Context: an optimization exercise on an open-source flow, tuned for small area. The choices shown serve that exercise and are no tape-out recipe.
Function was not checked in any run shown here: the RTL went through the layout flow alone.

File: flow/flow/run.sh
#!/bin/bash
# The standard layout, with two changes to how it is made:
#  - every port still gets a buffer, but the smallest one (buf_1) instead of
#    the delay buffer buffer_ports picks by itself;
#  - clock tree synthesis adds no dummy loads to balance the tree.
set -euo pipefail
export BUFFER_PORTS_ARGS="-buffer_cell sky130_fd_sc_hd__buf_1"
export CTS_ARGS="-sink_clustering_enable -repair_clock_nets -dont_use_dummy_load -buf_list sky130_fd_sc_hd__clkbuf_8 -sink_clustering_size 30 -sink_clustering_max_diameter 400"
bash standard.sh > standard.log 2>&1
File: flow/standard.sh
#!/bin/bash
# synth_recipe.tcl (not shown) runs the flow's synth.tcl, then flattens the netlist and writes it again
# the make line also repeats each setting of config.mk as NAME=value (left out here)
make -C /OpenROAD-flow-scripts/flow DESIGN_CONFIG=/design/flow/config.mk WORK_HOME=/design/flow/orfs CLKGATE_MAP_FILE= SYNTH_SCRIPT=/design/flow/synth_recipe.tcl "${@:-finish}"
File: flow/config.mk
export PLATFORM = sky130hd
export DESIGN_NAME = blink
export DESIGN_NICKNAME = blink
export VERILOG_FILES = /design/flow/design.v
export SDC_FILE = /design/flow/constraint.sdc
export NUM_CORES = 4
export LEC_CHECK = 0
export CAP_MARGIN = 20
export CORE_MARGIN = 2
export CORE_UTILIZATION = 70
export CTS_BUF_LIST = sky130_fd_sc_hd__clkbuf_8
export CTS_CLUSTER_DIAMETER = 200
export CTS_CLUSTER_SIZE = 40
export SLEW_MARGIN = 20
export SYNTH_HIERARCHICAL = 1
export SYNTH_MINIMUM_KEEP_SIZE = 0
File: flow/constraint.sdc
create_clock -name core_clock -period 25.0 [get_ports {clk}]
set_input_delay 5.0000 -clock core_clock [delete_from_list [all_inputs] [get_ports {clk}]]
set_output_delay 5.0000 -clock core_clock [all_outputs]
set_load 0.01 [all_outputs]
File: flow/design.v
module fa(input a, input b, input c, output s, output co);
   assign s = a ^ b ^ c;
   assign co = (a & b) | (a & c) | (b & c);
endmodule
module rca24(input [23:0] a, input [23:0] b, input ci, output [23:0] s);
   wire [24:0] c;
   assign c[0] = ci;
   genvar i;
   generate
      for (i = 0; i < 24; i = i + 1) begin : bit_
         fa f(a[i], b[i], c[i], s[i], c[i+1]);
      end
   endgenerate
endmodule
module inv1(input a, output y);
   assign y = ~a;
endmodule
module maj(input a, input b, input c, output y);
   assign y = (a & b) | (a & c) | (b & c);
endmodule
module flipbit(input w, input p, input u, output o, output pn);
   assign o = w ^ (u & p);
   assign pn = p & w;
endmodule
module rnd(input [23:0] w, input c, output v);
   wire lo15 = &w[3:0];
   wire lo0 = ~|w[3:0];
   wire s = w[23] ^ (c & (&w[22:0]));           
   wire nz = ~((lo0 & ~c) | (lo15 & c));         
   assign v = (c & lo15) | (~s & nz);
endmodule
module blink(input signed [23:0] ins, output signed [23:0] outs,
             output signed [23:0] peak_out, output valid_out,
             input clk, input rst);
   reg [23:0] h1, a2n, z3n, z4n, qq;
   reg b1, r1d, ud;
   function [23:0] sh;
      input [23:0] x;
      sh = {{4{x[23]}}, x[23:4]};
   endfunction
   wire [23:0] a2 = ~a2n;
   wire [23:0] z3 = ~z3n;
   wire [23:0] z4 = ~z4n;
   wire [23:0] g2;
   rca24 a_g2(a2, sh(a2n), r1d, g2);
   wire v3, v4;
   rnd n_3(z3, ud, v3);
   rnd n_4(z4, ud, v4);
   wire [23:0] g3;
   rca24 a_g3(z3, sh(z3n), ud, g3);
   wire [23:0] g4;
   rca24 a_g4(z4, sh(z4n), ud, g4);
   wire rq = ~qq[23] & (|qq[3:0]);
   wire [23:0] fx = sh(~qq);
   wire [23:0] fy = sh(z4n);
   wire [23:0] fs, fc;
   genvar k;
   generate
      for (k = 0; k < 24; k = k + 1) begin : csa_
         fa f(qq[k], fx[k], fy[k], fs[k], fc[k]);
      end
   endgenerate
   wire [23:0] f;
   rca24 a_f(fs, {fc[22:0], ~rq}, ~v4, f);
   wire [23:0] y1;
   rca24 a_y1(ins, h1, b1, y1);
   wire r1 = ~y1[23] & (|y1[3:0]);
   wire [23:0] m1n;
   rca24 a_m1(~y1, sh(y1), 1'b1, m1n);
   wire [23:0] a;
   rca24 a_a(sh(y1), g2, ~ud, a);
   wire u;
   rnd n_2(a, r1, u);
   wire [23:0] z;
   rca24 a_z(sh(a), g3, ~v3, z);
   wire [23:0] z4x;
   rca24 a_z4(z, g4, ~v4, z4x);
   wire [23:0] w;
   rca24 a_w(z, f, 1'b0, w);
   wire [24:0] all1;
   wire [23:0] o;
   assign all1[0] = 1'b1;
   genvar j;
   generate
      for (j = 0; j < 24; j = j + 1) begin : inc_
         flipbit fb(w[j], all1[j], u, o[j], all1[j+1]);
      end
   endgenerate
   assign outs = o;
   wire rstn;
   inv1 i_rstn(rst, rstn);
   always @(posedge clk) begin
      if (~rstn) begin
         h1 <= 24'd0; b1 <= 1'b0;
         a2n <= 24'hffffff; r1d <= 1'b0;
         z3n <= 24'hffffff; z4n <= 24'hffffff; ud <= 1'b0;
         qq <= 24'd0;
      end else begin
         h1 <= ~m1n; b1 <= ~r1;
         a2n <= ~a; r1d <= r1;
         z3n <= ~z; z4n <= ~z4x; ud <= u;
         qq <= o;
      end
   end
   reg sd, vd;
   reg [23:0] pk;
   wire signed [23:0] qs = qq;
   wire below = qs < 24'sd500;
   wire [24:0] gc;
   assign gc[0] = 1'b1;
   genvar m;
   generate
      for (m = 0; m < 24; m = m + 1) begin : cmp_
         if (m == 23)
            maj c(~pk[m], qq[m], gc[m], gc[m+1]);
         else
            maj c(pk[m], ~qq[m], gc[m], gc[m+1]);
      end
   endgenerate
   wire load = ~below & (~sd | ~gc[24]);
   always @(posedge clk) begin
      if (rst) begin
         sd <= 1'b0; vd <= 1'b0;
      end else begin
         sd <= ~below;
         vd <= sd & below;
      end
   end
   always @(posedge clk)
      if (load) pk <= qq;
   assign peak_out = vd ? pk : 24'd0;
   assign valid_out = vd;
endmodule
==> results.tsv, run 1 <==
stage	metric	value	unit
clock_network	clk_pin_slew	0.06	ns
placed_design	place_hpwl	15750	µm
run	maxCapViolations	0	
setup_path	worstPathArrival	19.62	ns
setup_path	cpMostUsedCell	fa_1	
floorplanning	rows	45	
placed_design	place_ws	-0.1326	ns
clock_network	htreeDepth	4	
placed_design	placed_cell_area	11240	µm²
placed_design	place.gp.congestion	0.8115	
final_layout	syn_to_final_growth	8.295	%
timing	slew_viol_final	0	
setup_path	crit_type	in2out	
timing	clock_skew	0.01749	ns
floorplanning	die_x	127.9	µm
setup_path	critPathSlowestCell	fa_1	
clock_network	cts_tree	done	
floorplanning	core_region_area	15090	µm²
yosys	synth_area	10740	µm²
timing	hold_slack	0.5282	ns
timing	max_freq	0.04062	GHz
grt	antenna_found_initial	0	
yosys	synth.avg_cell_area	13.05	µm²
floorplanning	die_h	127.9	µm
final_layout	utilization	0.7708	
setup_path	critPathBufInv	2	
timing	min_period	24.62	ns
clock_network	clock_latency	0.45	ns
hold_path	holdCritPathClass	reg2reg	
grt	grt_pass1_vias	6817	
final_layout	layout.cells.non_filler	1100	
grt	grtUsageMet1	0.3288	
detailed_routing	drt_iter0_markers	229	
grt	grt_pass1_wl	32480	µm
floorplanning	dieArea	16350	µm²
detailed_routing	ant_nets	0	
timing	hold_viol_final	0	
grt	global_route.usage.met3	0.04508	
floorplanning	io_pins	75	
clock_network	cts_sinks	149	
final_layout	drive_gt1_frac	0.1316	
timing	fin_crit_sh	0.9847	
timing	setup_tns	0	ns
yosys	yosys_warnings	7	
grt	overflow	0	
grt	grt_max_degree	124	
final_layout	fin_area	11630	µm²
placed_design	dp.cells	1077	
clock_network	cts-root-buf	clkbuf_8	
grt	gr-usage-met2	0.4882	
detailed_routing	via_per_inst	5.211	
setup_path	crit_family	adder cells	
detailed_routing	drt_first_pass_iters	4	
timing	layout_setup_ws	0.3828	ns
setup_path	setup.worst_path.start_class	input pin	
grt	grt_usage	0.2670	
detailed_routing	route.vias.total	5732	
detailed_routing	drt-wirelength-per-cell	17.06	µm
final_layout	fin_nets	1204	
status	status	no timing/DRC/antenna violations	
setup_path	cp_data_required_time	20.00	ns
timing	relSlewSlack	0.4300	
setup_path	critPathMaxStageDelay	0.57	ns
floorplanning	start_util	0.7118	
setup_path	crit_path_max_fanout	3	
detailed_routing	drc	0	
clock_network	numCtsBuffers	17	
clock_network	clock_path_buffers	2	
final_layout	diodes	0	
timing	setup_viol	0	
timing	tightest_slew	0.8551	ns
grt	grt_busiest_layer	met2	
placed_design	io_buffers	74	
detailed_routing	routed_wl	18760	µm
setup_path	crit_path_end_kind	primary output	
setup_path	r2r_slack	10.07	ns
yosys	syn_inst	823	
-- state kept, by name, summed over array words and instances, names as in the netlist, 24 cells and up --
register and flops:
z4n 24, a2n 24, qq 24, pk 24, h1 24, z3n 24
-- final timing paths --
| check | from | end | cells past startpoint |
|---|---|---|---|
| worst min register to register | qq[6]$_SDFF_PN0_ | pk[6]$_DFFE_PP_ | 0 |
| worst max-delay path | ins[0] | outs[23] | 38 |
| worst min-delay path | qq[6]$_SDFF_PN0_ | pk[6]$_DFFE_PP_ | 0 |
| worst max register to register | h1[0]$_SDFF_PN0_ | qq[23]$_SDFF_PN0_ | 37 |
-- cells in the final DEF, fill, tap and decap left out, types with 24 or more instances in the layout --
| master | instances |
|---|---|
| maj3_2 | 24 |
| and2_1 | 50 |
| buf_1 | 73 |
| dfxtp_1 | 125 |
| nor2b_1 | 25 |
| edfxtp_1 | 24 |
| nand2_1 | 99 |
| fa_1 | 228 |
| fa_2 | 36 |
| inv_1 | 125 |
-- metal layers --
| metal | vias to the layer above | wire, µm |
|---|---|---|
| met5 | - | 0 |
| met4 | 0 | 343 |
| met3 | 24 | 369 |
| met2 | 62 | 10710 |
| met1 | 3043 | 7342 |
| li1 | 2603 | - |
-- repair_timing --
item                       4_1_cts  5_1_grt
buffers inserted                 0        6
gates resized for setup         20       18
setup endpoints to repair        1        2
hold buffers                     0        0
pin swaps                        0        8
-- cell type report --
class | instances | area, µm²
clock buffer | 17 | 234.0
fill | 1003 | 3458
sequential | 149 | 3223
timing repair buffer | 84 | 357.8
multi-input combinational | 536 | 7108
inverter | 126 | 473.0
tap | 188 | 235.2
==> run 2, diff against run 1 <==
--- a/flow/flow/run.sh
+++ b/flow/flow/run.sh
@@ -7,3 +7,3 @@
 export BUFFER_PORTS_ARGS="-buffer_cell sky130_fd_sc_hd__buf_1"
-export CTS_ARGS="-sink_clustering_enable -repair_clock_nets -dont_use_dummy_load -buf_list sky130_fd_sc_hd__clkbuf_8 -sink_clustering_size 30 -sink_clustering_max_diameter 400"
+export CTS_ARGS="-sink_clustering_enable -repair_clock_nets -dont_use_dummy_load -buf_list {sky130_fd_sc_hd__clkbuf_4 sky130_fd_sc_hd__clkbuf_8} -sink_clustering_size 16 -sink_clustering_max_diameter 100"
 bash standard.sh > standard.log 2>&1
==> results.tsv, run 2 <==
stage	metric	value	unit
setup_path	crit_type	in2out	
timing	max_freq	0.04062	GHz
final_layout	final_common_cell	fa_1	
floorplanning	core_region_area	15090	µm²
clock_network	clock_latency	0.45	ns
final_layout	syn_to_final_growth	8.295	%
final_layout	multi_input_comb_area	7108	µm²
hold_path	worstHoldStart	qq[6]$_SDFF_PN0_	
detailed_routing	ant_nets	0	
grt	grt_usage	0.2670	
final_layout	diodes	0	
detailed_routing	routed_wl	18760	µm
floorplanning	rows	45	
timing	setup_tns	0	ns
detailed_routing	drt_first_pass_iters	4	
timing	tightest_slew	0.8551	ns
setup_path	setup.worst_path.end	outs[23]	
final_layout	seq_area	3223	µm²
hold_path	holdCritPathClass	reg2reg	
timing	fin_crit_sh	0.9847	
setup_path	critPathSlowestCell	fa_1	
clock_network	cts-root-buf	clkbuf_8	
placed_design	place.gp.congestion	0.8115	
setup_path	critPathMaxStageDelay	0.57	ns
floorplanning	dieArea	16350	µm²
setup_path	startpoint	ins[0]	
timing	relSlewSlack	0.4300	
yosys	syn_inst	823	
run	maxCapViolations	0	
placed_design	place_hpwl	15750	µm
clock_network	cts_tree	done	
final_layout	layout.cells.non_filler	1100	
clock_network	numCtsBuffers	17	
yosys	synth_area	10740	µm²
setup_path	crit_path_end_kind	primary output	
grt	antenna_found_initial	0	
timing	slew_viol_final	0	
clock_network	htreeDepth	4	
timing	hold_viol_final	0	
grt	grt_max_degree	124	
detailed_routing	route.vias.total	5732	
yosys	synth.avg_cell_area	13.05	µm²
setup_path	cp_data_required_time	20.00	ns
clock_network	cts_sinks	149	
setup_path	worstRegToRegCells	37	
setup_path	r2r_start	h1[0]$_SDFF_PN0_	
clock_network	clk_pin_slew	0.06	ns
detailed_routing	drt_iter0_markers	229	
setup_path	r2r_slack	10.07	ns
setup_path	setup.worst_path.start_class	input pin	
timing	clock_skew	0.01749	ns
setup_path	crit_path_max_fanout	3	
grt	overflow	0	
setup_path	cpMostUsedCell	fa_1	
grt	grt_pass1_vias	6817	
final_layout	drive_gt1_frac	0.1316	
clock_network	clock_path_buffers	2	
final_layout	utilization	0.7708	
timing	setup_viol	0	
detailed_routing	via_per_inst	5.211	
final_layout	fin_nets	1204	
floorplanning	io_pins	75	
detailed_routing	drc	0	
yosys	yosys_warnings	7	
floorplanning	die_h	127.9	µm
grt	grt_pass1_wl	32480	µm
setup_path	worstPathArrival	19.62	ns
timing	layout_setup_ws	0.3828	ns
floorplanning	die_x	127.9	µm
status	status	no timing/DRC/antenna violations	
setup_path	r2r_end	qq[23]$_SDFF_PN0_	
detailed_routing	drt-wirelength-per-cell	17.06	µm
placed_design	place_ws	-0.1326	ns
floorplanning	start_util	0.7118	
final_layout	final_cell_mix	fa_1 (228), inv_1 (125), dfxtp_1 (125)	
timing	min_period	24.62	ns
final_layout	nFillCells	1003	
placed_design	dp.cells	1077	
placed_design	io_buffers	74	
run 2: area by class of cell:
cell class | count | share of cell area
inverter | 126 | 0.04066
timing repair buffer | 84 | 0.03077
clock buffer | 17 | 0.02012
sequential | 149 | 0.2771
multi-input combinational | 536 | 0.6111
tap | 188 | 0.02022
run 2: metal layers:
metal	GRT usage	wire length (µm)	vias to the layer above
met2	0.4882	10710	62
li1	-	-	2603
met4	0.08016	343	0
met3	0.04508	369	24
met5	0	0	-
met1	0.3288	7342	3043
run 2: per-stage QoR:
step / hold WS, ns / instance area, µm²
4_1_cts: 0.5304 / 11520
3_5_place_dp: 0.5190 / 11240
5_1_grt: 0.5458 / 11630
3_3_place_gp: 0.5165 / 11240
6_report: 0.5282 / 11630
2_1_floorplan: 0.4712 / 10750
run 2: worst min-delay path by stage:
stage                     cells past startpoint         endpoint  slack, ns
final                                         0  pk[6]$_DFFE_PP_       0.53
after global routing                          0  pk[8]$_DFFE_PP_       0.55
after CTS                                     0  pk[8]$_DFFE_PP_       0.53
after detailed placement                      0  pk[8]$_DFFE_PP_       0.52
after global placement                        0  pk[6]$_DFFE_PP_       0.52
after floorplan                               0  pk[6]$_DFFE_PP_       0.47
run 2: worst max-delay path: cells and delay by family:
family	cells	cell delay, ns
adder cells (fa/ha/maj)	35	14.26
buffers and inverters	2	0.24
XOR/XNOR	1	0.12
run 2: what timing repair did:
action                                  in CTS  in global routing
gates resized for setup                     20                 18
pin swaps                                    0                  8
hold buffers                                 0                  0
buffers inserted                             0                  6
endpoints found under the setup margin       1                  2
==> run 3, diff against run 2 <==
--- a/flow/design.v
+++ b/flow/design.v
@@ -19,6 +19,2 @@
    assign y = (a & b) | (a & c) | (b & c);
-endmodule
-module flipbit(input w, input p, input u, output o, output pn);
-   assign o = w ^ (u & p);
-   assign pn = p & w;
 endmodule
@@ -79,4 +75,3 @@
    rca24 a_w(z, f, 1'b0, w);
-   wire [24:0] all1;
-   wire [23:0] o;
+   wire [23:0] all1;
    assign all1[0] = 1'b1;
@@ -84,6 +79,7 @@
    generate
-      for (j = 0; j < 24; j = j + 1) begin : inc_
-         flipbit fb(w[j], all1[j], u, o[j], all1[j+1]);
+      for (j = 1; j < 24; j = j + 1) begin : inc_
+         assign all1[j] = all1[j-1] & w[j-1];
       end
    endgenerate
+   wire [23:0] o = w ^ ({24{u}} & all1);
    assign outs = o;
--- a/flow/flow/run.sh
+++ b/flow/flow/run.sh
@@ -7,3 +7,3 @@
 export BUFFER_PORTS_ARGS="-buffer_cell sky130_fd_sc_hd__buf_1"
-export CTS_ARGS="-sink_clustering_enable -repair_clock_nets -dont_use_dummy_load -buf_list {sky130_fd_sc_hd__clkbuf_4 sky130_fd_sc_hd__clkbuf_8} -sink_clustering_size 16 -sink_clustering_max_diameter 100"
+export CTS_ARGS="-sink_clustering_enable -repair_clock_nets -dont_use_dummy_load -buf_list sky130_fd_sc_hd__clkbuf_4 -root_buf sky130_fd_sc_hd__clkbuf_8"
 bash standard.sh > standard.log 2>&1
==> results.tsv, run 3 <==
stage	metric	value	unit
yosys	synth_top_area_cell	fa_1	
final_layout	final_cell_mix	fa_1 (196), inv_1 (128), dfxtp_1 (125)	
final_layout	syn_to_final_growth	10.53	%
timing	max_freq	0.04057	GHz
final_layout	utilization	0.7834	
grt	grt_pass1_wl	34690	µm
detailed_routing	drt_first_pass_iters	6	
final_layout	nFillCells	989	
final_layout	layout.cells.non_filler	1148	
setup_path	crit_path_end_kind	primary output	
yosys	synth.avg_cell_area	12.79	µm²
yosys	synth_area	10700	µm²
setup_path	crit_path_max_fanout	2	
setup_path	startpoint	ins[0]	
timing	rsz0062_at_grt	no	
clock_network	clock_path_buffers	2	
setup_path	worstPathArrival	19.65	ns
clock_network	clk_pin_slew	0.12	ns
final_layout	drive_gt1_frac	0.1781	
status	status	no timing/DRC/antenna violations	
setup_path	worstRegToRegCells	37	
clock_network	cts-root-buf	clkbuf_8	
timing	slew_viol_final	0	
floorplanning	die_h	127.6	µm
detailed_routing	route.vias.total	6251	
placed_design	place_hpwl	17190	µm
setup_path	setup.worst_path.start_class	input pin	
yosys	ys.flop_type	dfxtp_1	
final_layout	final_common_cell	fa_1	
setup_path	cp_data_required_time	20.00	ns
final_layout	multi_input_comb_area	7079	µm²
placed_design	place.gp.congestion	0.8475	
floorplanning	rows	45	
detailed_routing	drc	0	
detailed_routing	drt_iter0_markers	373	
floorplanning	start_util	0.7088	
clock_network	clock_latency	0.45	ns
final_layout	fin_area	11820	µm²
yosys	post-synth-top-count-cell	fa_1	
clock_network	cts_tree	done	
run	maxCapViolations	0	
grt	antenna_found_initial	0	
floorplanning	dieArea	16280	µm²
setup_path	crit_type	in2out	
detailed_routing	routed_wl	20230	µm
final_layout	diodes	0	
yosys	yosys_warnings	7	
detailed_routing	drt-wirelength-per-cell	17.62	µm
detailed_routing	ant_nets	0	
final_layout	fin_nets	1253	
floorplanning	io_pins	75	
grt	grt_pass1_vias	7306	
setup_path	r2r_slack	10.08	ns
placed_design	io_buffers	74	
timing	clock_skew	0.03647	ns
setup_path	r2r_start	h1[0]$_SDFF_PN0_	
yosys	synth.distinct_cells	37	
clock_network	cts_hold_buf	0	
grt	grt_max_degree	91	
timing	tightest_slew	0.9299	ns
timing	setup_viol	0	
yosys	yosysTopAreaCellShare	0.4942	
timing	relSlewSlack	0.3800	
floorplanning	core_region_area	15090	µm²
yosys	synth_common_cells	fa_1 (264), inv_1 (129), dfxtp_1 (125), nand2_1 (92), and2_1 (38)	
setup_path	r2r_end	qq[23]$_SDFF_PN0_	
placed_design	dp.cells	1127	
setup_path	setup.worst_path.end	outs[23]	
setup_path	cpMostUsedCell	fa_2	
hold_path	holdCritPathClass	reg2reg	
detailed_routing	via_per_inst	5.445	
clock_network	cts_sinks	149	
grt	overflow	0	
placed_design	placed_cell_area	11480	µm²
yosys	async_flop_share	0	
timing	hold_viol_final	0	
timing	hold_slack	0.5173	ns
grt	grt_usage	0.2852	
yosys	syn_inst	836	
yosys	synth_seq_cells	149	
setup_path	critPathSlowestCell	fa_2	
yosys	synth-edff-count	24	
yosys	synth_area_leaders	fa_1 (49%), dfxtp_1 (23%), edfxtp_1 (6.7%)	
floorplanning	die_x	127.6	µm
timing	fin_crit_sh	0.9859	
clock_network	numCtsBuffers	17	
yosys	ys_seq_area_frac	0.3014	
setup_path	critPathMaxStageDelay	0.62	ns
timing	min_period	24.65	ns
clock_network	htreeDepth	4	
final_layout	seq_area	3223	µm²
[run 3: metrics by stage]
step | TNS (ns) | setup WS (ns)
global placement | -0.1481 | -0.1481
CTS | 0 | 0.009383
floorplan | 0 | 0.008159
finish | 0 | 0.3531
detailed placement | -0.5350 | -0.4588
global route | 0 | 0.01249
[run 3: worst max-delay path: cells and delay by family]
family | cells | cell delay [ns]
simple gates | 2 | 0.63
buf+inv | 2 | 0.21
fa+ha+maj | 35 | 13.77
[run 3: kinds of logic (layout without fill, tap and decap cells)]
| group | after synthesis | count (layout) | synth area share |
|---|---|---|---|
| compound gates | 27 | 27 | 0.01544 |
| xor+xnor | 13 | 13 | 0.01065 |
| fa+ha+maj | 289 | 289 | 0.5206 |
| buf+inv | 149 | 272 | 0.05370 |
| flops | 149 | 149 | 0.3014 |
| mux | 2 | 2 | 0.001872 |
| other cells | 2 | 3 | 0.0007022 |
| simple gates | 205 | 205 | 0.09570 |
[run 3: area by class of cell]
type,count,share of cell area
Multi-Input combinational cell,539,0.5989
Sequential cell,149,0.2727
Timing Repair Buffer,125,0.05599
Inverter,130,0.04128
Tap cell,188,0.01990
Clock buffer,17,0.01133
[run 3: worst min-delay path by stage]
stage	startpoint	endpoint	slack, ns	depth (start not counted)
floorplan	sd$_SDFF_PP0_	vd$_SDFF_PP0_	0.47	1
global placement	sd$_SDFF_PP0_	vd$_SDFF_PP0_	0.51	1
detailed placement	qq[6]$_SDFF_PN0_	pk[6]$_DFFE_PP_	0.51	0
CTS	qq[18]$_SDFF_PN0_	pk[18]$_DFFE_PP_	0.51	0
global route	qq[18]$_SDFF_PN0_	pk[18]$_DFFE_PP_	0.52	0
finish	qq[18]$_SDFF_PN0_	pk[18]$_DFFE_PP_	0.52	0
[run 3: Yosys stat by module, one instance, submodules excluded, excerpt]
module,flip-flops and latches,cells inside,cell area [µm²],times used
inv1,0,1,3.754,1
rnd,0,4,31.28,3
fa,0,1,20.02,264
blink,149,535,5042,1
maj,0,1,11.26,24
[run 3: repair_timing]
item                                    4_1_cts  5_1_grt
resized for setup                            48       21
pin swaps                                    22       15
buffers inserted                              2        2
endpoints found under the setup margin        2        2
[run 3: per-layer routing]
layer,up-vias,GRT usage,share of wire
li1,2777,-,-
met1,3263,0.3461,0.37
met2,147,0.5099,0.56
met3,64,0.04229,0.031
met4,0,0.1286,0.035
met5,-,0,0

[port drivers added, routing unchanged]
Ports are ideal in the flow. The routed layouts listed here were re-timed in OpenROAD. Step 1 sets driving cells, clkbuf_16 on the clock port and buf_2 on the other inputs (assumed; they add their load-dependent delay and slew). Step 2 moves the port delays by t, midway between the first and last clock arrival at a register: inputs arrive t later, outputs are due t later. That takes back most of the time a late clock gives input paths. a / b / c = ideal ports / drivers / drivers and shift; a / b = the first two.
run	t (ns)	setup slack, ns	hold WS [ns]	slew at the worst register clock pin (ns)	cell pins on the clock port's net
run 1	0.484	0.383 / 0.357 / 0.357	0.528 / 0.528 / 0.528	0.08 / 0.08	1
run 2	0.484	0.383 / 0.357 / 0.357	0.528 / 0.528 / 0.528	0.08 / 0.08	1
run 3	0.475	0.353 / 0.332 / 0.332	0.517 / 0.517 / 0.517	0.12 / 0.12	1
After both steps setup and hold are still met in every run listed.
